This design comes from an exercise in tuning for a short achievable clock period and few clock cycles on the open sky130 flow, not from production work. The RTL was checked by simulation tests, not by an equivalence proof against the original design. No activity file was given, so power comes from the tool's default toggle rates.

<file path="design/flow/standard.sh">
#!/bin/bash
# synth_recipe.tcl (not shown) runs the flow's synth.tcl, then flattens the netlist and writes it again
# the make line also repeats each setting of config.mk as NAME=value (left out here)
make -C /OpenROAD-flow-scripts/flow DESIGN_CONFIG=/design/flow/config.mk WORK_HOME=/design/flow/orfs CLKGATE_MAP_FILE= SYNTH_SCRIPT=/design/flow/synth_recipe.tcl "${@:-finish}"
</file>
<file path="design/flow/flow/run.sh">
#!/bin/bash
# Layout by the standard flow (standard.sh, synthesis unchanged).  The
# one change: the port buffers that buffer_ports inserts are
# sky130_fd_sc_hd__buf_4 cells instead of the delay-type buffers it picks by
# default.  Every input and output port still gets its own buffer.
set -o pipefail
bash standard.sh "BUFFER_PORTS_ARGS=-buffer_cell sky130_fd_sc_hd__buf_4" finish > standard.log 2>&1
</file>
<file path="design/flow/config.mk">
export PLATFORM = sky130hd
export DESIGN_NAME = Multi_CPU
export DESIGN_NICKNAME = Multi_CPU
export VERILOG_FILES = /design/flow/design.v
export SDC_FILE = /design/flow/constraint.sdc
export NUM_CORES = 4
export LEC_CHECK = 0
export ABC_CLOCK_PERIOD_IN_PS = 2500
export CAP_MARGIN = 20
export CORE_MARGIN = 2
export CORE_UTILIZATION = 40
export PLACE_DENSITY = 0.6
export SETUP_SLACK_MARGIN = 5
export SLEW_MARGIN = 20
</file>
<file path="design/flow/design.v">
`timescale 1ns / 1ps
module ks_add #(parameter W = 32) (
	input  wire [W-1:0] a, b,
	input  wire         cin,
	output wire [W-1:0] s,
	output wire         cout
	);
wire [W-1:0] p = a ^ b;
wire [W-1:0] g = (a & b) | {{(W-1){1'b0}}, p[0] & cin};
reg  [W-1:0] G, P;
integer d, i;
always @* begin
	G = g;
	P = p;
	for (d = 1; d < W; d = d * 2)
		for (i = W - 1; i >= d; i = i - 1) begin
			G[i] = G[i] | (P[i] & G[i-d]);
			P[i] = P[i] & P[i-d];
		end
end
assign s    = p ^ {G[W-2:0], cin};
assign cout = G[W-1];
endmodule
`timescale 1ns / 1ps
module Multi_CPU(
	input wire clk, reset,
	input wire [31:0] Data_in,
	output wire mem_w,
	output wire [31:0] Data_out, Addr_out
    );
reg        w_mem;         
reg        w_st;          
reg        w_ld;          
reg        w_we;          
reg [4:0]  w_dst;
reg [31:0] w_res;         
reg [31:0] w_sd;          
reg [31:0] a_q;           
reg [31:0] f_pc;
reg        d_v;
reg [31:0] d_ir, d_pc, d_pc4;
reg        d_pred;                
reg [31:0] d_rs_oh, d_rt_oh;      
reg        e_v;
reg [31:0] e_x, e_y, e_z, e_pc, e_pc4, e_bt;
reg        e_bx, e_by, e_bz;      
reg [4:0]  e_dst;
reg        e_we, e_ld, e_st, e_br, e_bne, e_pred, e_jr, e_ret;
reg        e_add, e_sub, e_and, e_or, e_nor, e_xor, e_slt, e_passy, e_link;
assign Addr_out = a_q;
assign mem_w    = w_st;
assign Data_out = w_sd;
reg [31:0] rf [0:31];
reg [31:0] rf_v;
wire [31:0] w_wd = w_ld ? Data_in : w_res;
always @(posedge clk)
	if (w_we) rf[w_dst] <= w_wd;
always @(posedge clk)
	if (reset) rf_v <= 32'd0;
	else if (w_we) rf_v[w_dst] <= 1'b1;
wire smc_e = w_st & e_v & (a_q[31:2] == e_pc[31:2]);
wire smc_d = w_st & d_v & (a_q[31:2] == d_pc[31:2]);
wire        e_go  = e_v & ~smc_e;
wire [31:0] xv = e_bx ? w_res : e_x;
wire [31:0] yv = e_by ? w_res : e_y;
wire [31:0] zv = e_bz ? w_res : e_z;
wire [31:0] e_sum, e_dsum;
wire        e_cs, e_cd;
ks_add #(32) add_sum (.a(xv), .b(yv),  .cin(1'b0), .s(e_sum),  .cout(e_cs));
ks_add #(32) add_dif (.a(xv), .b(~yv), .cin(1'b1), .s(e_dsum), .cout(e_cd));
wire [32:0] e_dif = {~e_cd, e_dsum};
wire        e_lt  = ~e_cd;            
wire [31:0] e_res = ({32{e_add}}   & e_sum)
                  | ({32{e_sub}}   & e_dif[31:0])
                  | ({32{e_and}}   & (xv & yv))
                  | ({32{e_or}}    & (xv | yv))
                  | ({32{e_nor}}   & ~(xv | yv))
                  | ({32{e_xor}}   & (xv ^ yv))
                  | ({32{e_slt}}   & {31'd0, e_lt})
                  | ({32{e_passy}} & yv)
                  | ({32{e_link}}  & e_pc4);
wire [31:0] e_ad = e_x + e_y;
wire e_eq_xy = (e_x == e_y);
wire e_eq_wy = (w_res == e_y);
wire e_eq_xw = (e_x == w_res);
wire e_eq    = e_bx ? (e_by | e_eq_wy) : (e_by ? e_eq_xw : e_eq_xy);
wire e_taken = e_bne ? ~e_eq : e_eq;
wire [31:0] e_kc = {(e_x[30:0] & e_y[30:0]) | ((e_x[30:0] | e_y[30:0]) & ~e_bt[30:0]), 1'b0};
wire        e_jok = &(~(e_x ^ e_y ^ e_bt ^ e_kc));
wire e_redir = e_go & (e_jr & ~(e_pred & e_jok) | (e_br & (e_taken ^ e_pred)));
wire [31:0] e_tgt = e_jr ? e_ad : e_pred ? e_pc4 : e_bt;
wire e_mem   = e_go & (e_ld | e_st);
reg          u_v, u_tk, u_xv;
reg [31:2]   u_pc, u_xt;
always @(posedge clk) begin
	if (reset) begin
		u_v  <= 1'b0;
		u_xv <= 1'b0;
	end else begin
		u_v  <= e_go & e_br;
		u_xv <= e_go & e_jr & ~e_ret;
	end
	u_tk <= e_taken;
	u_pc <= e_pc[31:2];
	u_xt <= e_ad[31:2];
end
wire [5:0] d_op = d_ir[31:26];
wire [5:0] d_fn = d_ir[5:0];
wire [4:0] d_rs = d_ir[25:21];
wire [4:0] d_rt = d_ir[20:16];
wire [4:0] d_rd = d_ir[15:11];
wire d_R     = (d_op == 6'h00);
wire d_radd  = d_R & (d_fn == 6'h20);
wire d_rsub  = d_R & (d_fn == 6'h22);
wire d_rand  = d_R & (d_fn == 6'h24);
wire d_ror   = d_R & (d_fn == 6'h25);
wire d_rnor  = d_R & (d_fn == 6'h27);
wire d_rslt  = d_R & (d_fn == 6'h2a);
wire d_jr    = d_R & (d_fn == 6'h08);
wire d_jalr  = d_R & (d_fn == 6'h09);
wire d_ralu  = d_radd | d_rsub | d_rand | d_ror | d_rnor | d_rslt;
wire d_addi  = (d_op == 6'h08);
wire d_andi  = (d_op == 6'h0c);
wire d_ori   = (d_op == 6'h0d);
wire d_xori  = (d_op == 6'h0e);
wire d_slti  = (d_op == 6'h0a);
wire d_lui   = (d_op == 6'h0f);
wire d_lw    = (d_op == 6'h23);
wire d_sw    = (d_op == 6'h2b);
wire d_beq   = (d_op == 6'h04);
wire d_bne   = (d_op == 6'h09);
wire d_jal   = (d_op == 6'h03);
wire d_ialu  = d_addi | d_andi | d_ori | d_xori | d_slti;
wire d_br    = d_beq | d_bne;
wire d_ret   = d_jr & (d_rs == 5'd31);
wire d_use_rs = d_ralu | d_jr | d_jalr | d_ialu | d_lw | d_sw | d_br;
wire d_use_rt = d_ralu | d_jr | d_jalr | d_sw | d_br;
wire d_yimm   = d_ialu | d_lw | d_sw | d_lui;
wire d_we     = d_ralu | d_jalr | d_ialu | d_lui | d_lw | d_jal;
wire [4:0] d_dst = (d_jal | d_jalr) ? 5'd31 : d_ralu ? d_rd : d_rt;
wire [31:0] d_imm = d_lui ? {d_ir[15:0], 16'h0000} : {{16{d_ir[15]}}, d_ir[15:0]};
wire [31:0] d_bt  = d_pc4 + {{14{d_ir[15]}}, d_ir[15:0], 2'b00};
wire [31:0] d_jt  = {d_pc4[31:28], d_ir[25:0], 2'b00};
wire [31:0] d_tgt = d_ic | d_ret ? d_tt : d_br ? d_bt : d_jt;
wire d_guess = (d_rs == d_rt) ? d_beq : (d_bne | d_ir[15]);
wire d_gtk   = d_br & ~d_ic & d_guess;
wire d_tk    = d_pred | d_gtk;
reg [31:0] d_rf_rs, d_rf_rt;
integer r;
always @* begin
	d_rf_rs = 32'd0;
	d_rf_rt = 32'd0;
	for (r = 0; r < 32; r = r + 1) begin
		d_rf_rs = d_rf_rs | ({32{d_rs_oh[r] & rf_v[r]}} & rf[r]);
		d_rf_rt = d_rf_rt | ({32{d_rt_oh[r] & rf_v[r]}} & rf[r]);
	end
end
wire [31:0] d_rsv = (w_we & (w_dst == d_rs)) ? w_wd : d_rf_rs;
wire [31:0] d_rtv = (w_we & (w_dst == d_rt)) ? w_wd : d_rf_rt;
wire e_fw   = e_v & e_we & ~e_ld;
wire d_bx   = e_fw & (e_dst == d_rs);
wire d_bt_r = e_fw & (e_dst == d_rt);
wire d_stall = d_v & e_v & e_ld &
               ((d_use_rs & (e_dst == d_rs)) | (d_use_rt & (e_dst == d_rt)))
             | d_v & e_fw & ((d_lw | d_sw | d_jr | d_jalr) & (e_dst == d_rs) |
                             (d_jr | d_jalr) & (e_dst == d_rt));
wire d_adv   = d_v & ~d_stall & ~smc_d;
wire d_redir = d_adv & d_gtk;
localparam CE = 16;
reg          ic_v  [0:CE-1];
reg [31:2]   ic_tag[0:CE-1];
reg [31:0]   ic_w  [0:CE-1];
reg [31:2]   ic_tt [0:CE-1];
reg          ic_j  [0:CE-1];
reg          ic_b  [0:CE-1];
reg          ic_r  [0:CE-1];     
reg          ic_x  [0:CE-1];     
reg [1:0]    ic_c  [0:CE-1];     
reg [3:0]    ic_ptr;
reg          d_mf;               
reg [31:0]   d_tt;               
reg          d_ic;               
reg [CE-1:0] ic_m;
reg [31:0]   ic_ws;
reg [31:2]   ic_tts;
reg          ic_js, ic_bs, ic_ds, ic_rs, ic_xs;
integer q;
always @* begin
	ic_ws = 32'd0; ic_tts = 30'd0; ic_js = 1'b0; ic_bs = 1'b0; ic_ds = 1'b0; ic_rs = 1'b0; ic_xs = 1'b0;
	for (q = 0; q < CE; q = q + 1) begin
		ic_m[q] = ic_v[q] & (ic_tag[q] == f_pc[31:2]);
		ic_ws  = ic_ws  | ({32{ic_m[q]}} & ic_w[q]);
		ic_tts = ic_tts | ({30{ic_m[q]}} & ic_tt[q]);
		ic_js  = ic_js  | (ic_m[q] & ic_j[q]);
		ic_bs  = ic_bs  | (ic_m[q] & ic_b[q]);
		ic_ds  = ic_ds  | (ic_m[q] & ic_c[q][1]);
		ic_rs  = ic_rs  | (ic_m[q] & ic_r[q]);
		ic_xs  = ic_xs  | (ic_m[q] & ic_x[q]);
	end
end
wire ic_any = |ic_m;
wire ic_hit = ic_any & ~(w_st & (a_q[31:2] == f_pc[31:2]));
wire d_fill = d_mf & ~w_st;
always @(posedge clk) begin
	if (reset) begin
		for (q = 0; q < CE; q = q + 1) ic_v[q] <= 1'b0;
		ic_ptr <= 4'd0;
	end else begin
		for (q = 0; q < CE; q = q + 1)
			if (w_st & (ic_tag[q] == a_q[31:2])) ic_v[q] <= 1'b0;
			else if (d_fill & (ic_ptr == q))        ic_v[q] <= 1'b1;
		if (d_fill) ic_ptr <= ic_ptr + 4'd1;
	end
	for (q = 0; q < CE; q = q + 1)
		if (d_fill & (ic_ptr == q))
			ic_x[q] <= 1'b0;
		else if (u_xv & (ic_tag[q] == u_pc)) begin
			ic_x[q]  <= 1'b1;
			ic_tt[q] <= u_xt;
		end
	for (q = 0; q < CE; q = q + 1)
		if (d_fill & (ic_ptr == q))
			ic_c[q] <= d_guess ? 2'b10 : 2'b01;
		else if (u_v & (ic_tag[q] == u_pc))
			ic_c[q] <= u_tk ? ((ic_c[q] == 2'b11) ? 2'b11 : ic_c[q] + 2'd1)
			                : ((ic_c[q] == 2'b00) ? 2'b00 : ic_c[q] - 2'd1);
	for (q = 0; q < CE; q = q + 1)
		if (d_fill & (ic_ptr == q))
			ic_tt[q] <= d_tgt[31:2];
	if (d_fill) begin
		ic_tag[ic_ptr] <= d_pc[31:2];
		ic_w[ic_ptr]   <= d_ir;
		ic_j[ic_ptr]   <= d_op == 6'h02 | d_op == 6'h03;
		ic_b[ic_ptr]   <= d_br;
		ic_r[ic_ptr]   <= d_ret;
	end
end
reg [31:0] ra_q;
always @(posedge clk)
	if (reset)                             ra_q <= 32'd0;
	else if (d_adv & (d_jal | d_jalr))     ra_q <= d_pc4;
wire [29:0] f_pcw = f_pc[31:2];
wire [31:0] f_pc4 = {f_pcw + 30'd1, 2'b00};
wire [5:0]  f_op   = Data_in[31:26];
wire        f_j    = (f_op == 6'h02) | (f_op == 6'h03);
wire        f_ret  = (f_op == 6'h00) & (Data_in[5:0] == 6'h08) & (Data_in[25:21] == 5'd31);
wire [3:0]  f_jhi  = f_pcw[29:26] + {3'd0, &f_pcw[25:0]};
wire [31:0] f_next_d = f_j ? {f_jhi, Data_in[25:0], 2'b00} : f_ret ? ra_q : f_pc4;
wire        f_tk_c   = ic_js | ic_xs | ic_rs | (ic_bs & ic_ds);
wire [31:0] f_next_c = ic_rs ? ra_q : f_tk_c ? {ic_tts, 2'b00} : f_pc4;
wire f_fetch = (~w_mem | ic_hit) & (~d_v | d_adv);
wire        redir_any = smc_e | e_redir | smc_d | d_redir;
wire [31:0] tgt_any   = smc_e ? e_pc : e_redir ? e_tgt : smc_d ? d_pc : d_tgt;
wire [31:0] f_other   = redir_any ? tgt_any : f_pc;
wire        sel_d     = f_fetch & ~redir_any & ~ic_any;
wire        sel_c     = f_fetch & ~redir_any & ic_any;
wire [31:0] f_other_c = sel_c ? f_next_c : f_other;
wire [31:0] f_pc_n    = sel_d ? f_next_d : f_other_c;
wire [31:0] a_q_n     = (sel_d & ~e_mem) ? f_next_d : e_mem ? e_ad : f_other_c;
wire [31:0] f_iw = w_mem ? ic_ws : Data_in;
always @(posedge clk) begin
	if (reset) begin
		f_pc <= 32'd0;
		a_q  <= 32'd0;
		d_v  <= 1'b0;
		d_mf <= 1'b0;
	end else begin
		f_pc <= f_pc_n;
		a_q  <= a_q_n;
		if (redir_any)               d_v <= 1'b0;
		else if (f_fetch)            d_v <= 1'b1;
		else if (d_adv)              d_v <= 1'b0;
		d_mf <= f_fetch & ~w_mem & ~ic_any;
	end
	if (~d_v | d_adv) begin
		d_ir    <= f_iw;
		d_pc    <= f_pc;
		d_pc4   <= f_pc4;
		d_ic    <= ic_any;
		d_tt    <= ic_any & ~ic_rs | ~ic_any & ~f_ret ? {ic_tts, 2'b00} : ra_q;
		d_pred  <= ic_any ? f_tk_c : f_j | f_ret;
		d_rs_oh <= 32'd1 << f_iw[25:21];
		d_rt_oh <= 32'd1 << f_iw[20:16];
	end
end
always @(posedge clk) begin
	if (reset) e_v <= 1'b0;
	else       e_v <= d_adv & ~e_redir & ~smc_e;
	e_x    <= d_rsv;
	e_y    <= d_yimm ? d_imm : d_rtv;
	e_z    <= d_rtv;
	e_bx   <= d_bx;
	e_by   <= d_bt_r & ~d_yimm;
	e_bz   <= d_bt_r;
	e_pc   <= d_pc;
	e_pc4  <= d_pc4;
	e_bt   <= d_tgt;
	e_dst  <= d_dst;
	e_we   <= d_we;
	e_ld   <= d_lw;
	e_st   <= d_sw;
	e_br   <= d_br;
	e_bne  <= d_bne;
	e_pred <= d_tk;
	e_jr   <= d_jr | d_jalr;
	e_ret  <= d_ret;
	e_add  <= d_radd | d_addi;
	e_sub  <= d_rsub;
	e_and  <= d_rand | d_andi;
	e_or   <= d_ror | d_ori;
	e_nor  <= d_rnor;
	e_xor  <= d_xori;
	e_slt  <= d_rslt | d_slti;
	e_passy<= d_lui;
	e_link <= d_jal | d_jalr;
end
always @(posedge clk) begin
	if (reset) begin
		w_mem <= 1'b0;
		w_st  <= 1'b0;
		w_we  <= 1'b0;
	end else begin
		w_mem <= e_mem;
		w_st  <= e_go & e_st;
		w_we  <= e_go & e_we;
	end
	w_ld  <= e_ld;
	w_dst <= e_dst;
	w_res <= e_res;
	w_sd  <= zv;
end
endmodule
</file>
<file path="design/flow/constraint.sdc">
create_clock -name core_clock -period 9.0 [get_ports {clk}]
set_input_delay 1.8000 -clock core_clock [delete_from_list [all_inputs] [get_ports {clk}]]
set_output_delay 1.8000 -clock core_clock [all_outputs]
set_load 0.01 [all_outputs]
</file>
==> impl_metrics.json, run 1 <==
{
  "status": "finished clean",
  "drive_gt1_share_pct": 17.8,
  "powerDensity_mw_per_mm2": 190,
  "yosysMostFrequentCell": "edfxtp_1",
  "cts-root-buf": "clkbuf_16",
  "drtIter0Drc": 26900,
  "ir_drop_mv": 0.173,
  "clock_latency_ps": 1060,
  "syn_area_per_cell_um2": 12.0,
  "avgViaCountPerCell": 6.96,
  "grt.overflow.total": 0,
  "fin_crit_sh_pct": 48.2,
  "crit_required_ps": 9880,
  "async_flop_share_pct": 0,
  "rows": 230,
  "cts_buffers": 353,
  "cts_hold_buffers": 0,
  "fin_ws_ps": 4660,
  "setup_viol": 0,
  "yosys_warnings": 6,
  "grt_first_pass_wirelength_um": 1070000,
  "r2r_end": "w_res[31]",
  "gp_congestion": 1.05,
  "cts_buffer_depth": 4,
  "dieArea_mm2": 0.398,
  "finalMaxSlewViolations": 0,
  "cts.clk_slew.worst_paths_ps": 60,
  "finalHoldViolCount": 0,
  "drtPass1Iterations": 10,
  "reg2reg_from": "e_bx",
  "initial_core_util_pct": 40.1,
  "vias": 133000,
  "rsz0062_at_grt": "yes",
  "ys.flop_type": "edfxtp_1",
  "final.fill_count": 34500,
  "antenna_found_initial": 79,
  "fin_tns_setup_ps": 0,
  "synth.largest_area_cell": "edfxtp_1",
  "yosysTopAreaCellShare_pct": 52.9,
  "start_kind": "register",
  "reg2reg_slack_ps": 4660,
  "cts_tree": "yes",
  "crit_slowest_cell": "a2111oi_4",
  "gr-usage-all-layers_pct": 39.2,
  "ys_seq_elements": 3280,
  "ff_latch_area_mm2": 0.0936,
  "r2r_cells": 19,
  "fmax_ghz": 0.230,
  "path_max_fanout": 8,
  "ys_top_cells_by_count": "2,766 x edfxtp_1, 1,277 x xnor2_1, 992 x nand2_1, 774 x clkbuf_1, 691 x a22oi_1",
  "final_nets": 13800,
  "cts_htree_levels": 5,
  "hold_start": "e_pc[27]",
  "slew_headroom_pct": 9.47,
  "io_pins": 99,
  "post-place-ws_ps": 2840,
  "syn-num-nets": 13400,
  "synth-edff-count": 2766,
  "cts_sinks": 3280,
  "syn-cell-area_mm2": 0.157,
  "path_delay_family": "compound AO/OA/AOI/OAI gates",
  "yosysSeqAreaShare_pct": 59.4,
  "hold_path_class": "reg -> reg",
  "area_growth_pct": 19.2,
  "end_kind": "register",
  "ys_types": 95,
  "skew_ps": 95.7,
  "power_leakage_nw": 63.9,
  "crit_buf_inv": 5,
  "core_area_mm2": 0.392,
  "multi_input_area_mm2": 0.0626,
  "wirelength_um": 809000,
  "die_w_um": 631,
  "detail-route-antenna-nets": 0,
  "setup.worst_path.start": "e_bx",
  "critPathMaxStageDelay_ps": 560,
  "worst_slew_pin_slew_ps": 1350,
  "critPathArrivalTime_ps": 5220,
  "synth_area_leaders": "edfxtp_1 53%, xnor2_1 7.1%, dfxtp_1 6.6%",
  "path_depth": 19,
  "postSynthCellCount": 13100,
  "criticalPathCategory": "reg -> reg",
  "wl_per_cell_um": 42.3,
  "grt_max_degree": 100,
  "portBuffers": 98,
  "fp.dieH_um": 631,
  "period_minus_slack_ps": 4340,
  "dpl.hpwl_um": 484000,
  "worstSetupEndpoint": "w_res[31]",
  "grt_pass1_vias": 121000,
  "drc": 0,
  "maxCapViolations": 0,
  "crit_chain": "buf_12, clkinvlp_4, buf_6, buf_16, a21boi_4, inv_2, ha_4, o21ai_4, nand3_2, a2111oi_4, nor3_4, o211ai_1, a32oi_2, a221o_1, a211o_1, or4_1, nand3_1, a21oi_1, o311ai_1"
}
-- power breakdown --
part / total [W] / switching, W / internal [W] / leakage, nW
clock network: 0.0152 / 0.00659 / 0.00858 / 5.76
registers: 0.0171 / 0.000374 / 0.0167 / 29.9
logic: 0.00330 / 0.00226 / 0.00104 / 28.3
-- per-layer routing --
metal,track usage (%),wire (um)
met5,0.616,474
met4,34.4,88700
met3,15.6,128000
met2,54.0,321000
met1,47.2,272000
-- registers in the layout, summed over array words and instances, names as in the netlist, 32 cells and up --
register	count
ic_tt	480
w_res	32
e_x	32
e_z	32
d_ir	32
ic_c	32
ic_w	512
w_sd	32
d_rs_oh	32
e_pc	32
e_y	32
a_q	32
d_pc	32
ic_tag	480
d_rt_oh	32
rf_v	32
f_pc	32
rf	1024
-- layout make-up --
| cell class | instances | area share [%] |
|---|---|---|
| tap | 5220 | 3.49 |
| sequential | 3280 | 50.0 |
| clock buffer | 468 | 5.26 |
| antenna | 96 | 0.128 |
| multi-input combinational | 8450 | 33.5 |
| inverter | 356 | 0.745 |
| timing repair buffer | 1076 | 5.85 |
| clock inverter | 190 | 1.07 |
-- worst register-to-register path: stages (launching register included) --
cell	delay (ps)
dfxtp_4	360
buf_12	120
clkinvlp_4	150
buf_6	160
buf_16	140
a21boi_4	190
inv_2	80
ha_4	180
o21ai_4	160
nand3_2	110
a2111oi_4	560
nor3_4	110
o211ai_1	280
a32oi_2	180
a221o_1	370
a211o_1	360
or4_1	410
nand3_1	90
a21oi_1	60
o311ai_1	90
-- cell families (layout without fill, tap and decap cells) --
logic type / count (synthesis) / after routing / synth area share [%]
multiplexers: 203 / 205 / 1.33
XOR/XNOR: 1760 / 1760 / 9.81
adder cells (fa/ha/maj): 247 / 247 / 2.10
other: 0 / 96 / 0
AO/OA/AOI/OAI: 3028 / 3028 / 13.8
AND/OR/NAND/NOR: 3207 / 3210 / 10.1
buffers and inverters: 1378 / 2090 / 3.40
flip-flops: 3280 / 3280 / 59.4
-- worst min path at each step --
stage / endpoint / cells after the start / slack [ps]
floorplan: e_pc[0] / 0 / 350
global placement: e_pc[1] / 0 / 360
detailed placement: e_pc[1] / 0 / 370
CTS: u_pc[27] / 0 / 390
global route: u_pc[27] / 0 / 400
finish: u_pc[27] / 0 / 400
-- metrics by stage --
step	power [W]	instances	utilization [%]	hold WS [ps]	area, um^2
CTS	0.0351	18900	46.9	395	184000
global route	0.0361	19100	47.8	402	187000
finish	0.0356	19100	47.8	396	187000
detailed placement	0.0201	17900	42.1	369	165000
floorplan	0.0188	13100	-	348	157000
global placement	0.0201	17900	42.1	360	165000
-- what timing repair did --
action,4_1_cts,5_1_grt
endpoints found under the setup margin,887,510
setup buffers,350,132
pin swaps,143,163
gates resized for setup,653,460
gates cloned,34,7
-- cells in the final DEF (no fill, tap or decap), types with 98 or more instances in the layout --
cell and instances:
nor4_1 177, buf_6 101, nor2_1 502, ha_1 161, a22oi_1 689, nand3_1 211
nand2_1 967, a221oi_1 372, o21ai_0 545, a222oi_1 152, xor2_1 473, a21oi_1 348
buf_12 98, mux2i_1 122, buf_4 801, dfxtp_1 411, edfxtp_1 2766, xnor2_1 1223
clkbuf_16 368, nand4_1 670, nor3_1 141, inv_1 327, a22o_1 344
Testbench counts, summed over its fixed seeds: cycles 28,292.
==> run 2: changes to the inputs <==
--- a/design/flow/design.v
+++ b/design/flow/design.v
@@ -44,5 +44,4 @@
 reg        e_v;
 reg [31:0] e_x, e_y, e_z, e_pc, e_pc4, e_bt;
-reg        e_bx, e_by, e_bz;      
 reg [4:0]  e_dst;
 reg        e_we, e_ld, e_st, e_br, e_bne, e_pred, e_jr, e_ret;
@@ -59,10 +58,13 @@
 	if (reset) rf_v <= 32'd0;
 	else if (w_we) rf_v[w_dst] <= 1'b1;
-wire smc_e = w_st & e_v & (a_q[31:2] == e_pc[31:2]);
-wire smc_d = w_st & d_v & (a_q[31:2] == d_pc[31:2]);
-wire        e_go  = e_v & ~smc_e;
-wire [31:0] xv = e_bx ? w_res : e_x;
-wire [31:0] yv = e_by ? w_res : e_y;
-wire [31:0] zv = e_bz ? w_res : e_z;
+wire smc_e = w_st & e_v & (a_q[11:2] == e_pc[11:2]);
+wire smc_d = w_st & d_v & (a_q[11:2] == d_pc[11:2]);
+reg        w_jc;                  
+reg [31:0] w_jt, w_jp;            
+wire       w_redir = w_jc & (w_jt != w_jp);
+wire        e_go  = e_v & ~smc_e & ~w_redir;
+wire [31:0] xv = e_x;
+wire [31:0] yv = e_y;
+wire [31:0] zv = e_z;
 wire [31:0] e_sum, e_dsum;
 wire        e_cs, e_cd;
@@ -82,11 +84,7 @@
 wire [31:0] e_ad = e_x + e_y;
 wire e_eq_xy = (e_x == e_y);
-wire e_eq_wy = (w_res == e_y);
-wire e_eq_xw = (e_x == w_res);
-wire e_eq    = e_bx ? (e_by | e_eq_wy) : (e_by ? e_eq_xw : e_eq_xy);
+wire e_eq    = e_eq_xy;
 wire e_taken = e_bne ? ~e_eq : e_eq;
-wire [31:0] e_kc = {(e_x[30:0] & e_y[30:0]) | ((e_x[30:0] | e_y[30:0]) & ~e_bt[30:0]), 1'b0};
-wire        e_jok = &(~(e_x ^ e_y ^ e_bt ^ e_kc));
-wire e_redir = e_go & (e_jr & ~(e_pred & e_jok) | (e_br & (e_taken ^ e_pred)));
+wire e_redir = e_go & (e_jr & ~e_pred | (e_br & (e_taken ^ e_pred)));
 wire [31:0] e_tgt = e_jr ? e_ad : e_pred ? e_pc4 : e_bt;
 wire e_mem   = e_go & (e_ld | e_st);
@@ -144,6 +142,5 @@
 wire [31:0] d_tgt = d_ic | d_ret ? d_tt : d_br ? d_bt : d_jt;
 wire d_guess = (d_rs == d_rt) ? d_beq : (d_bne | d_ir[15]);
-wire d_gtk   = d_br & ~d_ic & d_guess;
-wire d_tk    = d_pred | d_gtk;
+wire d_tk    = d_pred;
 reg [31:0] d_rf_rs, d_rf_rt;
 integer r;
@@ -159,15 +156,13 @@
 wire [31:0] d_rtv = (w_we & (w_dst == d_rt)) ? w_wd : d_rf_rt;
 wire e_fw   = e_v & e_we & ~e_ld;
-wire d_bx   = e_fw & (e_dst == d_rs);
-wire d_bt_r = e_fw & (e_dst == d_rt);
+wire d_fx   = e_fw & (e_dst == d_rs);
+wire d_fy   = e_fw & (e_dst == d_rt);
 wire d_stall = d_v & e_v & e_ld &
-               ((d_use_rs & (e_dst == d_rs)) | (d_use_rt & (e_dst == d_rt)))
-             | d_v & e_fw & ((d_lw | d_sw | d_jr | d_jalr) & (e_dst == d_rs) |
-                             (d_jr | d_jalr) & (e_dst == d_rt));
+               ((d_use_rs & (e_dst == d_rs)) | (d_use_rt & (e_dst == d_rt)));
 wire d_adv   = d_v & ~d_stall & ~smc_d;
-wire d_redir = d_adv & d_gtk;
 localparam CE = 16;
 reg          ic_v  [0:CE-1];
-reg [31:2]   ic_tag[0:CE-1];
+reg [13:2]   ic_tag[0:CE-1];     
+reg [31:14]  ic_up;              
 reg [31:0]   ic_w  [0:CE-1];
 reg [31:2]   ic_tt [0:CE-1];
@@ -182,4 +177,7 @@
 reg          d_ic;               
 reg [CE-1:0] ic_m;
+wire         f_upok = (ic_up == f_pc[31:14]);
+wire         u_upok = (ic_up == u_pc[31:14]);
+wire         d_upok = (ic_up == d_pc[31:14]);
 reg [31:0]   ic_ws;
 reg [31:2]   ic_tts;
@@ -189,5 +187,5 @@
 	ic_ws = 32'd0; ic_tts = 30'd0; ic_js = 1'b0; ic_bs = 1'b0; ic_ds = 1'b0; ic_rs = 1'b0; ic_xs = 1'b0;
 	for (q = 0; q < CE; q = q + 1) begin
-		ic_m[q] = ic_v[q] & (ic_tag[q] == f_pc[31:2]);
+		ic_m[q] = ic_v[q] & (ic_tag[q] == f_pc[13:2]) & f_upok;
 		ic_ws  = ic_ws  | ({32{ic_m[q]}} & ic_w[q]);
 		ic_tts = ic_tts | ({30{ic_m[q]}} & ic_tt[q]);
@@ -200,5 +198,5 @@
 end
 wire ic_any = |ic_m;
-wire ic_hit = ic_any & ~(w_st & (a_q[31:2] == f_pc[31:2]));
+wire ic_hit = ic_any & ~(w_st & (a_q[11:2] == f_pc[11:2]));
 wire d_fill = d_mf & ~w_st;
 always @(posedge clk) begin
@@ -208,6 +206,7 @@
 	end else begin
 		for (q = 0; q < CE; q = q + 1)
-			if (w_st & (ic_tag[q] == a_q[31:2])) ic_v[q] <= 1'b0;
-			else if (d_fill & (ic_ptr == q))        ic_v[q] <= 1'b1;
+			if (d_fill & (ic_ptr == q))                      ic_v[q] <= 1'b1;
+			else if (w_st & (ic_tag[q][11:2] == a_q[11:2]) |
+			         d_fill & ~d_upok)                       ic_v[q] <= 1'b0;
 		if (d_fill) ic_ptr <= ic_ptr + 4'd1;
 	end
@@ -215,5 +214,5 @@
 		if (d_fill & (ic_ptr == q))
 			ic_x[q] <= 1'b0;
-		else if (u_xv & (ic_tag[q] == u_pc)) begin
+		else if (u_xv & u_upok & (ic_tag[q] == u_pc[13:2])) begin
 			ic_x[q]  <= 1'b1;
 			ic_tt[q] <= u_xt;
@@ -222,5 +221,5 @@
 		if (d_fill & (ic_ptr == q))
 			ic_c[q] <= d_guess ? 2'b10 : 2'b01;
-		else if (u_v & (ic_tag[q] == u_pc))
+		else if (u_v & (ic_tag[q] == u_pc[13:2]))
 			ic_c[q] <= u_tk ? ((ic_c[q] == 2'b11) ? 2'b11 : ic_c[q] + 2'd1)
 			                : ((ic_c[q] == 2'b00) ? 2'b00 : ic_c[q] - 2'd1);
@@ -229,5 +228,6 @@
 			ic_tt[q] <= d_tgt[31:2];
 	if (d_fill) begin
-		ic_tag[ic_ptr] <= d_pc[31:2];
+		ic_tag[ic_ptr] <= d_pc[13:2];
+		ic_up          <= d_pc[31:14];
 		ic_w[ic_ptr]   <= d_ir;
 		ic_j[ic_ptr]   <= d_op == 6'h02 | d_op == 6'h03;
@@ -246,16 +246,30 @@
 wire        f_ret  = (f_op == 6'h00) & (Data_in[5:0] == 6'h08) & (Data_in[25:21] == 5'd31);
 wire [3:0]  f_jhi  = f_pcw[29:26] + {3'd0, &f_pcw[25:0]};
-wire [31:0] f_next_d = f_j ? {f_jhi, Data_in[25:0], 2'b00} : f_ret ? ra_q : f_pc4;
+wire        f_br   = (f_op == 6'h04) | (f_op == 6'h09);
+wire        f_guess = (Data_in[25:21] == Data_in[20:16]) ? (f_op == 6'h04)
+                                                         : (f_op == 6'h09) | Data_in[15];
+wire        f_short = (Data_in[15:7] == 9'h000) | (Data_in[15:7] == 9'h1ff);
+wire        f_sbr  = f_br & f_guess & f_short;
+wire [8:0]  f_slo  = {1'b0, f_pcw[7:0]} + {1'b0, Data_in[7:0]} + 9'd1;
+wire [21:0] f_shi  = f_pcw[29:8];
+wire [21:0] f_shp  = f_shi + 22'd1;
+wire [21:0] f_shm  = f_shi - 22'd1;
+wire [21:0] f_sbhi = (Data_in[15] == f_slo[8]) ? f_shi : Data_in[15] ? f_shm : f_shp;
+wire [31:0] f_sbt  = {f_sbhi, f_slo[7:0], 2'b00};
+wire [31:0] f_next_d = f_j ? {f_jhi, Data_in[25:0], 2'b00} : f_ret ? ra_q : f_sbr ? f_sbt : f_pc4;
 wire        f_tk_c   = ic_js | ic_xs | ic_rs | (ic_bs & ic_ds);
 wire [31:0] f_next_c = ic_rs ? ra_q : f_tk_c ? {ic_tts, 2'b00} : f_pc4;
 wire f_fetch = (~w_mem | ic_hit) & (~d_v | d_adv);
-wire        redir_any = smc_e | e_redir | smc_d | d_redir;
-wire [31:0] tgt_any   = smc_e ? e_pc : e_redir ? e_tgt : smc_d ? d_pc : d_tgt;
-wire [31:0] f_other   = redir_any ? tgt_any : f_pc;
-wire        sel_d     = f_fetch & ~redir_any & ~ic_any;
-wire        sel_c     = f_fetch & ~redir_any & ic_any;
+wire        redir_x   = w_redir | smc_e | smc_d;
+wire        redir_any = redir_x | e_redir;
+wire [31:0] tgt_x     = w_redir ? w_jt : smc_e ? e_pc : d_pc;
+wire [31:0] f_other   = redir_x ? tgt_x : f_pc;
+wire        sel_d     = f_fetch & ~redir_x & ~ic_any;
+wire        sel_c     = f_fetch & ~redir_x & ic_any;
 wire [31:0] f_other_c = sel_c ? f_next_c : f_other;
-wire [31:0] f_pc_n    = sel_d ? f_next_d : f_other_c;
-wire [31:0] a_q_n     = (sel_d & ~e_mem) ? f_next_d : e_mem ? e_ad : f_other_c;
+wire [31:0] f_pc_x    = sel_d ? f_next_d : f_other_c;
+wire [31:0] a_q_x     = (sel_d & ~e_mem) ? f_next_d : e_mem ? e_ad : f_other_c;
+wire [31:0] f_pc_n    = e_redir ? e_tgt : f_pc_x;
+wire [31:0] a_q_n     = e_redir ? e_tgt : a_q_x;
 wire [31:0] f_iw = w_mem ? ic_ws : Data_in;
 always @(posedge clk) begin
@@ -279,5 +293,5 @@
 		d_ic    <= ic_any;
 		d_tt    <= ic_any & ~ic_rs | ~ic_any & ~f_ret ? {ic_tts, 2'b00} : ra_q;
-		d_pred  <= ic_any ? f_tk_c : f_j | f_ret;
+		d_pred  <= ic_any ? f_tk_c : f_j | f_ret | f_sbr;
 		d_rs_oh <= 32'd1 << f_iw[25:21];
 		d_rt_oh <= 32'd1 << f_iw[20:16];
@@ -286,11 +300,8 @@
 always @(posedge clk) begin
 	if (reset) e_v <= 1'b0;
-	else       e_v <= d_adv & ~e_redir & ~smc_e;
-	e_x    <= d_rsv;
-	e_y    <= d_yimm ? d_imm : d_rtv;
-	e_z    <= d_rtv;
-	e_bx   <= d_bx;
-	e_by   <= d_bt_r & ~d_yimm;
-	e_bz   <= d_bt_r;
+	else       e_v <= d_adv & ~e_redir & ~smc_e & ~w_redir;
+	e_x    <= d_fx ? e_res : d_rsv;
+	e_y    <= (d_fy & ~d_yimm) ? e_res : d_yimm ? d_imm : d_rtv;
+	e_z    <= d_fy ? e_res : d_rtv;
 	e_pc   <= d_pc;
 	e_pc4  <= d_pc4;
@@ -320,8 +331,10 @@
 		w_st  <= 1'b0;
 		w_we  <= 1'b0;
+		w_jc  <= 1'b0;
 	end else begin
 		w_mem <= e_mem;
 		w_st  <= e_go & e_st;
 		w_we  <= e_go & e_we;
+		w_jc  <= e_go & e_jr & e_pred;
 	end
 	w_ld  <= e_ld;
@@ -329,4 +342,6 @@
 	w_res <= e_res;
 	w_sd  <= zv;
+	w_jt  <= e_ad;
+	w_jp  <= e_bt;
 end
 endmodule
==> run 2 against run 1 <==
Effect of this change: critical path depth fell by 11; sequential power fell by 9%; cell area fell by 12%; core utilization fell by 0.48 points; via count fell by 9.8%; critical path type unchanged; highest routed layer unchanged.
==> impl_metrics.json, run 2 <==
{
  "status": "finished clean",
  "path_max_fanout": 29,
  "ys_top_cells_by_count": "2,496 x edfxtp_1, 1,022 x a22oi_1, 884 x nand2_1, 745 x clkbuf_1, 651 x o21ai_0",
  "finalHoldViolCount": 0,
  "yosysTopAreaCellShare_pct": 53.4,
  "dpl.hpwl_um": 432000,
  "io_pins": 99,
  "vias": 120000,
  "period_minus_slack_ps": 4200,
  "cts_sinks": 3040,
  "skew_ps": 80.2,
  "grt_pass1_vias": 111000,
  "slew_headroom_pct": 7.52,
  "cts_buffer_depth": 4,
  "wl_per_cell_um": 43.4,
  "gr-usage-all-layers_pct": 39.2,
  "power_leakage_nw": 55.6,
  "synth-edff-count": 2496,
  "cts-root-buf": "clkbuf_16",
  "place_area_mm2": 0.147,
  "drive_gt1_share_pct": 18.1,
  "clock_latency_ps": 1010,
  "detail-route-antenna-nets": 0,
  "end_kind": "register",
  "maxCapViolations": 0,
  "cts_htree_levels": 5,
  "ys_types": 104,
  "portBuffers": 98,
  "fin_crit_sh_pct": 46.6,
  "cts.clk_slew.worst_paths_ps": 60,
  "mostFrequentLayoutCells": "2,496 x edfxtp_1, 1,014 x a22oi_1, 873 x nand2_1",
  "yosysMostFrequentCell": "edfxtp_1",
  "top_register": "rf",
  "gp_congestion": 1.06,
  "avgViaCountPerCell": 7.17,
  "drtIter0Drc": 24300,
  "reg_top3": "rf: 1024 flops, ic_w: 512 flops, ic_tt: 480 flops",
  "grt.overflow.total": 0,
  "area_growth_pct": 17.8,
  "crit_required_ps": 9800,
  "dp_cells": 15700,
  "fmax_ghz": 0.238,
  "drtPass1Iterations": 11,
  "ys_seq_elements": 3040,
  "total_power_w": 0.0312,
  "holdWs_ps": 320,
  "initial_core_util_pct": 40.2,
  "fin_area_mm2": 0.165,
  "criticalPathCategory": "reg -> reg",
  "wirelength_um": 727000,
  "worst_slew_pin_slew_ps": 1390,
  "final_common_cell": "edfxtp_1",
  "die_w_um": 597,
  "syn-cell-area_mm2": 0.140,
  "grt_max_degree": 143,
  "instances_no_fill": 16700,
  "cts_tree": "yes",
  "yosysSeqAreaShare_pct": 61.1,
  "syn_area_per_cell_um2": 12.1,
  "ys.flop_type": "edfxtp_1",
  "final_nets": 12000,
  "cts_buffers": 333,
  "fp.dieH_um": 597,
  "drc": 0,
  "dieArea_mm2": 0.356,
  "hold_path_class": "reg -> reg",
  "synth_area_leaders": "edfxtp_1 53%, dfxtp_1 7.8%, a22oi_1 5.5%",
  "postSynthCellCount": 11600,
  "rows": 217,
  "rsz0062_at_grt": "yes",
  "async_flop_share_pct": 0,
  "grt_first_pass_wirelength_um": 958000,
  "setup_viol": 0,
  "critPathArrivalTime_ps": 5000,
  "fin_tns_setup_ps": 0,
  "ir_drop_mv": 0.172,
  "start_kind": "register",
  "finalMaxSlewViolations": 0,
  "synth.largest_area_cell": "edfxtp_1",
  "core_area_mm2": 0.349,
  "syn-num-nets": 11800,
  "largest_reg_flops": 1024,
  "yosys_warnings": 6,
  "powerDensity_mw_per_mm2": 188,
  "antenna_found_initial": 73
}
==> run 2: power by group <==
group	switching [W]	total [W]	internal, W	leakage (nW)
sequential	0.000215	0.0155	0.0153	26.9
clock	0.00608	0.0140	0.00792	5.29
combinational	0.00113	0.00164	0.000507	23.3
total	0.00743	0.0312	0.0237	55.6
==> run 2: layout make-up <==
type	instances	area [um^2]
timing repair buffer	828	7950
fill	30700	184000
clock buffer	435	9030
clock inverter	179	1840
sequential	3040	86000
inverter	230	925
multi-input combinational	7392	53700
tap	4599	5750
antenna	45	113
==> run 2: timing repair <==
item                       4_1_cts  5_1_grt
setup buffers                  185      129
setup endpoints to repair      848      544
hold buffers                     0        0
gates resized for setup        455      339
gates cloned                    20       13
pin swaps                       64      122
==> run 2: final timing paths <==
| kind | cells after the start | startpoint | slack [ps] | end |
|---|---|---|---|---|
| setup / recovery | 8 | u_xt[18] | 4800 | a_q[21] |
| setup reg to reg | 8 | u_xt[18] | 4800 | a_q[21] |
| hold / removal | 0 | e_bt[23] | 320 | w_jp[23] |
| hold reg to reg | 0 | e_bt[23] | 320 | w_jp[23] |
==> run 2: worst max-delay path, cell delays in order, from the launching register on <==
cell	delay [ps]
dfxtp_2	760
xnor2_1	190
nand4_1	280
o41ai_4	520
buf_12	240
nand3_2	310
or2_2	770
o21ai_0	690
a22oi_1	180
==> run 2: metrics by stage <==
stage	utilization, %	worst slack [ps]
finish	47.3	4800
global route	47.3	4820
CTS	46.4	4930
detailed placement	42.2	3060
global placement	42.2	2140
floorplan	-	4770
==> run 2: kinds of logic after synthesis <==
kind of cell    after synthesis  synth area share, %
compound gates             3361                 17.0
xor+xnor                    811                 5.11
fa+ha+maj                   185                 1.65
buf+inv                    1163                 3.37
flops                      3040                 61.1
mux                         265                 2.01
simple gates               2756                 9.77
==> run 2: per-layer routing <==
metal	GRT usage, %	share of wire (%)	up-vias
met5	0.379	0.092	-
met4	31.2	10	56
met3	16.0	16	3840
met2	56.2	41	12200
met1	46.3	33	58300
li1	-	-	45600
Testbench counts of run 2, summed over its fixed seeds: cycles 27,245.
==> run 3: changes to the inputs <==
--- a/design/flow/design.v
+++ b/design/flow/design.v
@@ -42,8 +42,11 @@
 reg        d_pred;                
 reg [31:0] d_rs_oh, d_rt_oh;      
+reg        d_mf;                  
+reg        d_ic;                  
+reg [31:0] d_tt;                  
 reg        e_v;
 reg [31:0] e_x, e_y, e_z, e_pc, e_pc4, e_bt;
 reg [4:0]  e_dst;
-reg        e_we, e_ld, e_st, e_br, e_bne, e_pred, e_jr, e_ret;
+reg        e_we, e_ld, e_st, e_br, e_bne, e_pred, e_jr;
 reg        e_add, e_sub, e_and, e_or, e_nor, e_xor, e_slt, e_passy, e_link;
 assign Addr_out = a_q;
@@ -64,42 +67,35 @@
 wire       w_redir = w_jc & (w_jt != w_jp);
 wire        e_go  = e_v & ~smc_e & ~w_redir;
-wire [31:0] xv = e_x;
-wire [31:0] yv = e_y;
-wire [31:0] zv = e_z;
 wire [31:0] e_sum, e_dsum;
 wire        e_cs, e_cd;
-ks_add #(32) add_sum (.a(xv), .b(yv),  .cin(1'b0), .s(e_sum),  .cout(e_cs));
-ks_add #(32) add_dif (.a(xv), .b(~yv), .cin(1'b1), .s(e_dsum), .cout(e_cd));
+ks_add #(32) add_sum (.a(e_x), .b(e_y),  .cin(1'b0), .s(e_sum),  .cout(e_cs));
+ks_add #(32) add_dif (.a(e_x), .b(~e_y), .cin(1'b1), .s(e_dsum), .cout(e_cd));
 wire [32:0] e_dif = {~e_cd, e_dsum};
 wire        e_lt  = ~e_cd;            
 wire [31:0] e_res = ({32{e_add}}   & e_sum)
                   | ({32{e_sub}}   & e_dif[31:0])
-                  | ({32{e_and}}   & (xv & yv))
-                  | ({32{e_or}}    & (xv | yv))
-                  | ({32{e_nor}}   & ~(xv | yv))
-                  | ({32{e_xor}}   & (xv ^ yv))
+                  | ({32{e_and}}   & (e_x & e_y))
+                  | ({32{e_or}}    & (e_x | e_y))
+                  | ({32{e_nor}}   & ~(e_x | e_y))
+                  | ({32{e_xor}}   & (e_x ^ e_y))
                   | ({32{e_slt}}   & {31'd0, e_lt})
-                  | ({32{e_passy}} & yv)
+                  | ({32{e_passy}} & e_y)
                   | ({32{e_link}}  & e_pc4);
 wire [31:0] e_ad = e_x + e_y;
-wire e_eq_xy = (e_x == e_y);
-wire e_eq    = e_eq_xy;
+wire e_eq    = (e_x == e_y);
 wire e_taken = e_bne ? ~e_eq : e_eq;
 wire e_redir = e_go & (e_jr & ~e_pred | (e_br & (e_taken ^ e_pred)));
 wire [31:0] e_tgt = e_jr ? e_ad : e_pred ? e_pc4 : e_bt;
 wire e_mem   = e_go & (e_ld | e_st);
-reg          u_v, u_tk, u_xv;
-reg [31:2]   u_pc, u_xt;
+reg          u_v, u_tk;
+reg [31:2]   u_pc;
 always @(posedge clk) begin
 	if (reset) begin
 		u_v  <= 1'b0;
-		u_xv <= 1'b0;
 	end else begin
 		u_v  <= e_go & e_br;
-		u_xv <= e_go & e_jr & ~e_ret;
 	end
 	u_tk <= e_taken;
 	u_pc <= e_pc[31:2];
-	u_xt <= e_ad[31:2];
 end
 wire [5:0] d_op = d_ir[31:26];
@@ -170,20 +166,15 @@
 reg          ic_b  [0:CE-1];
 reg          ic_r  [0:CE-1];     
-reg          ic_x  [0:CE-1];     
 reg [1:0]    ic_c  [0:CE-1];     
 reg [3:0]    ic_ptr;
-reg          d_mf;               
-reg [31:0]   d_tt;               
-reg          d_ic;               
 reg [CE-1:0] ic_m;
 wire         f_upok = (ic_up == f_pc[31:14]);
-wire         u_upok = (ic_up == u_pc[31:14]);
 wire         d_upok = (ic_up == d_pc[31:14]);
 reg [31:0]   ic_ws;
 reg [31:2]   ic_tts;
-reg          ic_js, ic_bs, ic_ds, ic_rs, ic_xs;
+reg          ic_js, ic_bs, ic_ds, ic_rs;
 integer q;
 always @* begin
-	ic_ws = 32'd0; ic_tts = 30'd0; ic_js = 1'b0; ic_bs = 1'b0; ic_ds = 1'b0; ic_rs = 1'b0; ic_xs = 1'b0;
+	ic_ws = 32'd0; ic_tts = 30'd0; ic_js = 1'b0; ic_bs = 1'b0; ic_ds = 1'b0; ic_rs = 1'b0;
 	for (q = 0; q < CE; q = q + 1) begin
 		ic_m[q] = ic_v[q] & (ic_tag[q] == f_pc[13:2]) & f_upok;
@@ -194,5 +185,4 @@
 		ic_ds  = ic_ds  | (ic_m[q] & ic_c[q][1]);
 		ic_rs  = ic_rs  | (ic_m[q] & ic_r[q]);
-		ic_xs  = ic_xs  | (ic_m[q] & ic_x[q]);
 	end
 end
@@ -213,11 +203,4 @@
 	for (q = 0; q < CE; q = q + 1)
 		if (d_fill & (ic_ptr == q))
-			ic_x[q] <= 1'b0;
-		else if (u_xv & u_upok & (ic_tag[q] == u_pc[13:2])) begin
-			ic_x[q]  <= 1'b1;
-			ic_tt[q] <= u_xt;
-		end
-	for (q = 0; q < CE; q = q + 1)
-		if (d_fill & (ic_ptr == q))
 			ic_c[q] <= d_guess ? 2'b10 : 2'b01;
 		else if (u_v & (ic_tag[q] == u_pc[13:2]))
@@ -258,5 +241,5 @@
 wire [31:0] f_sbt  = {f_sbhi, f_slo[7:0], 2'b00};
 wire [31:0] f_next_d = f_j ? {f_jhi, Data_in[25:0], 2'b00} : f_ret ? ra_q : f_sbr ? f_sbt : f_pc4;
-wire        f_tk_c   = ic_js | ic_xs | ic_rs | (ic_bs & ic_ds);
+wire        f_tk_c   = ic_js | ic_rs | (ic_bs & ic_ds);
 wire [31:0] f_next_c = ic_rs ? ra_q : f_tk_c ? {ic_tts, 2'b00} : f_pc4;
 wire f_fetch = (~w_mem | ic_hit) & (~d_v | d_adv);
@@ -315,5 +298,4 @@
 	e_pred <= d_tk;
 	e_jr   <= d_jr | d_jalr;
-	e_ret  <= d_ret;
 	e_add  <= d_radd | d_addi;
 	e_sub  <= d_rsub;
@@ -341,5 +323,5 @@
 	w_dst <= e_dst;
 	w_res <= e_res;
-	w_sd  <= zv;
+	w_sd  <= e_z;
 	w_jt  <= e_ad;
 	w_jp  <= e_bt;
==> run 3 against run 2 <==
Effect of this change: clock power down 3%; first-iteration DRC count down 14%; final cell count down 10%; routed wire length down 13%; highest routed layer unchanged; cell area down 6.4%; combinational power down 13%; area after synthesis down 5.6%; register-to-register slack about the same; hold slack worse by 53 ps; synthesized cell count down 13%; still clean; via count down 12%.
==> impl_metrics.json, run 3 <==
{
  "maxCapViolations": 0,
  "top_register": "rf",
  "finalHoldViolCount": 0,
  "slew_headroom_pct": 13.4,
  "hold_path_class": "reg -> reg",
  "fp.dieH_um": 580,
  "rows": 211,
  "gp_congestion": 1.00,
  "yosysTopAreaCellShare_pct": 56.5,
  "yosysMostFrequentCell": "edfxtp_1",
  "yosys_warnings": 5,
  "drc": 0,
  "rsz0062_at_grt": "yes",
  "initial_core_util_pct": 40.2,
  "critPathArrivalTime_ps": 4960,
  "cts_buffers": 322,
  "cts_htree_levels": 5,
  "cts_buffer_depth": 4,
  "avgViaCountPerCell": 7.01,
  "cts.clk_slew.worst_paths_ps": 60,
  "ys_seq_elements": 3004,
  "synth-edff-count": 2496,
  "crit_required_ps": 9760,
  "wirelength_um": 630000,
  "skew_ps": 77.3,
  "min_path_cells": 0,
  "postSynthCellCount": 10100,
  "status": "finished clean",
  "io_pins": 99,
  "syn_area_per_cell_um2": 13.1,
  "drive_gt1_share_pct": 16.5,
  "worst_slew_pin_slew_ps": 1300,
  "final_nets": 10600,
  "synth_area_leaders": "edfxtp_1 57%, dfxtp_1 7.7%, a22oi_1 5.5%",
  "fin_ws_ps": 4790,
  "reg2reg_from": "d_ir[23]",
  "cts-root-buf": "clkbuf_16",
  "instances_no_fill": 15100,
  "setup_viol": 0,
  "grt_max_degree": 127,
  "area_growth_pct": 16.7,
  "cts_tree": "yes",
  "mostFrequentLayoutCells": "2,496 x edfxtp_1, 969 x a22oi_1, 542 x buf_4",
  "dp_cells": 14200,
  "ir_drop_mv": 0.159,
  "gr-usage-all-layers_pct": 35.8,
  "syn-cell-area_mm2": 0.133,
  "core_area_mm2": 0.330,
  "period_minus_slack_ps": 4210,
  "fin_area_mm2": 0.155,
  "post-place-ws_ps": 2940,
  "criticalPathCategory": "reg -> reg",
  "yosysSeqAreaShare_pct": 64.2,
  "path_max_fanout": 30,
  "grt.overflow.total": 0,
  "r2r_cells": 8,
  "async_flop_share_pct": 0,
  "fin_crit_sh_pct": 46.7,
  "drtPass1Iterations": 10,
  "ys_types": 123,
  "drtIter0Drc": 20900,
  "vias": 106000,
  "place_area_mm2": 0.139,
  "fmax_ghz": 0.238,
  "min_to": "w_sd[26]",
  "detail-route-antenna-nets": 0,
  "grt_first_pass_wirelength_um": 836000,
  "start_kind": "register",
  "grt_pass1_vias": 98000,
  "dpl.hpwl_um": 369000,
  "final_common_cell": "edfxtp_1",
  "ys.flop_type": "edfxtp_1",
  "r2r_end": "e_x[8]",
  "reg2reg_slack_ps": 4790,
  "finalMaxSlewViolations": 0,
  "portBuffers": 98,
  "end_kind": "register",
  "ys_top_cells_by_count": "2,496 x edfxtp_1, 969 x a22oi_1, 529 x xnor2_1, 526 x nor2_1, 508 x dfxtp_1",
  "cts_sinks": 3004,
  "hold_start": "e_z[26]",
  "dieArea_mm2": 0.336,
  "antenna_found_initial": 42,
  "reg_top3": "rf: 1024 flops, ic_w: 512 flops, ic_tt: 480 flops",
  "largest_reg_flops": 1024,
  "power_leakage_nw": 51.6,
  "powerDensity_mw_per_mm2": 196,
  "syn-num-nets": 10300,
  "fin_tns_setup_ps": 0,
  "wl_per_cell_um": 41.8,
  "synth.largest_area_cell": "edfxtp_1",
  "fin_util_pct": 46.9,
  "clock_latency_ps": 1020,
  "die_w_um": 580
}
run 3: changes by cell type after synthesis, sizes merged, moves of 25 or more:
cell | previous run | this run
a21oi | 351 | 325
a22oi | 1022 | 969
buf | 186 | 228
clkbuf | 747 | 484
dfxtp | 544 | 508
mux2 | 134 | 40
mux2i | 131 | 79
nand2 | 884 | 414
nand3 | 222 | 197
nor4 | 130 | 101
o21ai | 673 | 258
o22ai | 47 | 20
xnor2 | 491 | 533
xor2 | 320 | 269
run 3: critical path, stage by stage (launching register included):
cell,delay (ps)
edfxtp_1,960
xor2_1,140
nor4_1,490
nand3_4,730
nand4_1,300
nor3_1,110
nand4_1,200
o21ai_0,170
o21ai_0,880
run 3: layout make-up:
cell class | count | area (um^2)
Antenna cell | 29 | 72.6
Clock buffer | 424 | 8920
Clock inverter | 158 | 1680
Fill cell | 28800 | 175000
Inverter | 206 | 837
Multi-Input combinational cell | 6181 | 45900
Sequential cell | 3004 | 85200
Tap cell | 4366 | 5460
Timing Repair Buffer | 696 | 6750
run 3: how the worst max path moves through the flow:
stage	start	end	slack [ps]	depth (start not counted)
after global routing	Data_in[0]	f_pc[22]	4770	18
final	d_ir[23]	e_x[8]	4790	8
after global placement	Data_in[15]	f_pc[22]	3030	15
after CTS	w_jt[25]	a_q[31]	4840	14
after detailed placement	Data_in[15]	a_q[22]	2940	15
after floorplan	d_ir[0]	a_q[29]	2770	13
run 3: repair_timing:
action	4_1_cts	5_1_grt
endpoints found under the setup margin	894	483
gates cloned	17	11
gates resized for setup	305	215
setup buffers	177	73
pin swaps	56	74
hold buffers	0	0
run 3: cell families (layout without fill, tap and decap cells):
logic type / count (synthesis) / in the layout / synth area share (%)
buf+inv: 918 / 1484 / 2.98
flops: 3004 / 3004 / 64.2
simple gates: 2253 / 2263 / 8.95
mux: 119 / 119 / 0.936
fa+ha+maj: 185 / 185 / 1.74
xor+xnor: 802 / 802 / 5.32
compound gates: 2812 / 2812 / 15.9
other cells: 0 / 29 / 0
run 3: report_power, final:
part | switching (W) | internal (W) | total [W]
Clock | 0.00583 | 0.00773 | 0.0136
Combinational | 0.000978 | 0.000456 | 0.00143
Sequential | 0.000183 | 0.0152 | 0.0154
run 3: routing by layer:
metal	GRT usage, %	part of all wire [%]	up-vias	routed length, um
met3	11.8	15	2667	92000
met4	25.6	9.0	26	56400
met1	45.4	35	52400	223000
met2	51.1	41	10000	259000
li1	-	-	40500	-
met5	0.113	0.040	-	249
run 3: stage by stage:
stage / total power, W / hold slack [ps]
after CTS: 0.0302 / 232
after floorplan: 0.0163 / 310
after global routing: 0.0309 / 252
final: 0.0304 / 267
after detailed placement: 0.0168 / 312
after global placement: 0.0168 / 316
Testbench counts of run 3, summed over its fixed seeds: cycles 27,245.

==> separate check: timing with driven ports <==
The flow's constraints put no driver on any port. The routed layouts listed below were extracted and timed again, unchanged, in two steps.
Step 1, drivers: a clkbuf_16 drives clk and a buf_2 each remaining input, both assumed.
Step 2, shift: input delay + t, output delay - t, t = (earliest + latest rising clock arrival at the registers) / 2. This alone moves slack from input paths to output paths.
Slacks: no drivers / after step 1 / after step 2; pairs: no drivers / after step 1.
run	shift t [ns]	slack for setup (ns)	worst setup path after step 2
run 1	1.129	4.660 / 4.660 / 3.701	input to register
run 2	1.103	4.803 / 4.803 / 3.842	input to register
run 3	1.085	4.794 / 4.769 / 3.684	input to register
After both steps every run listed still meets setup and hold. For run 3, which loses most, drivers alone change the setup slack by -0.025 ns; drivers and shift together by -1.110 ns.
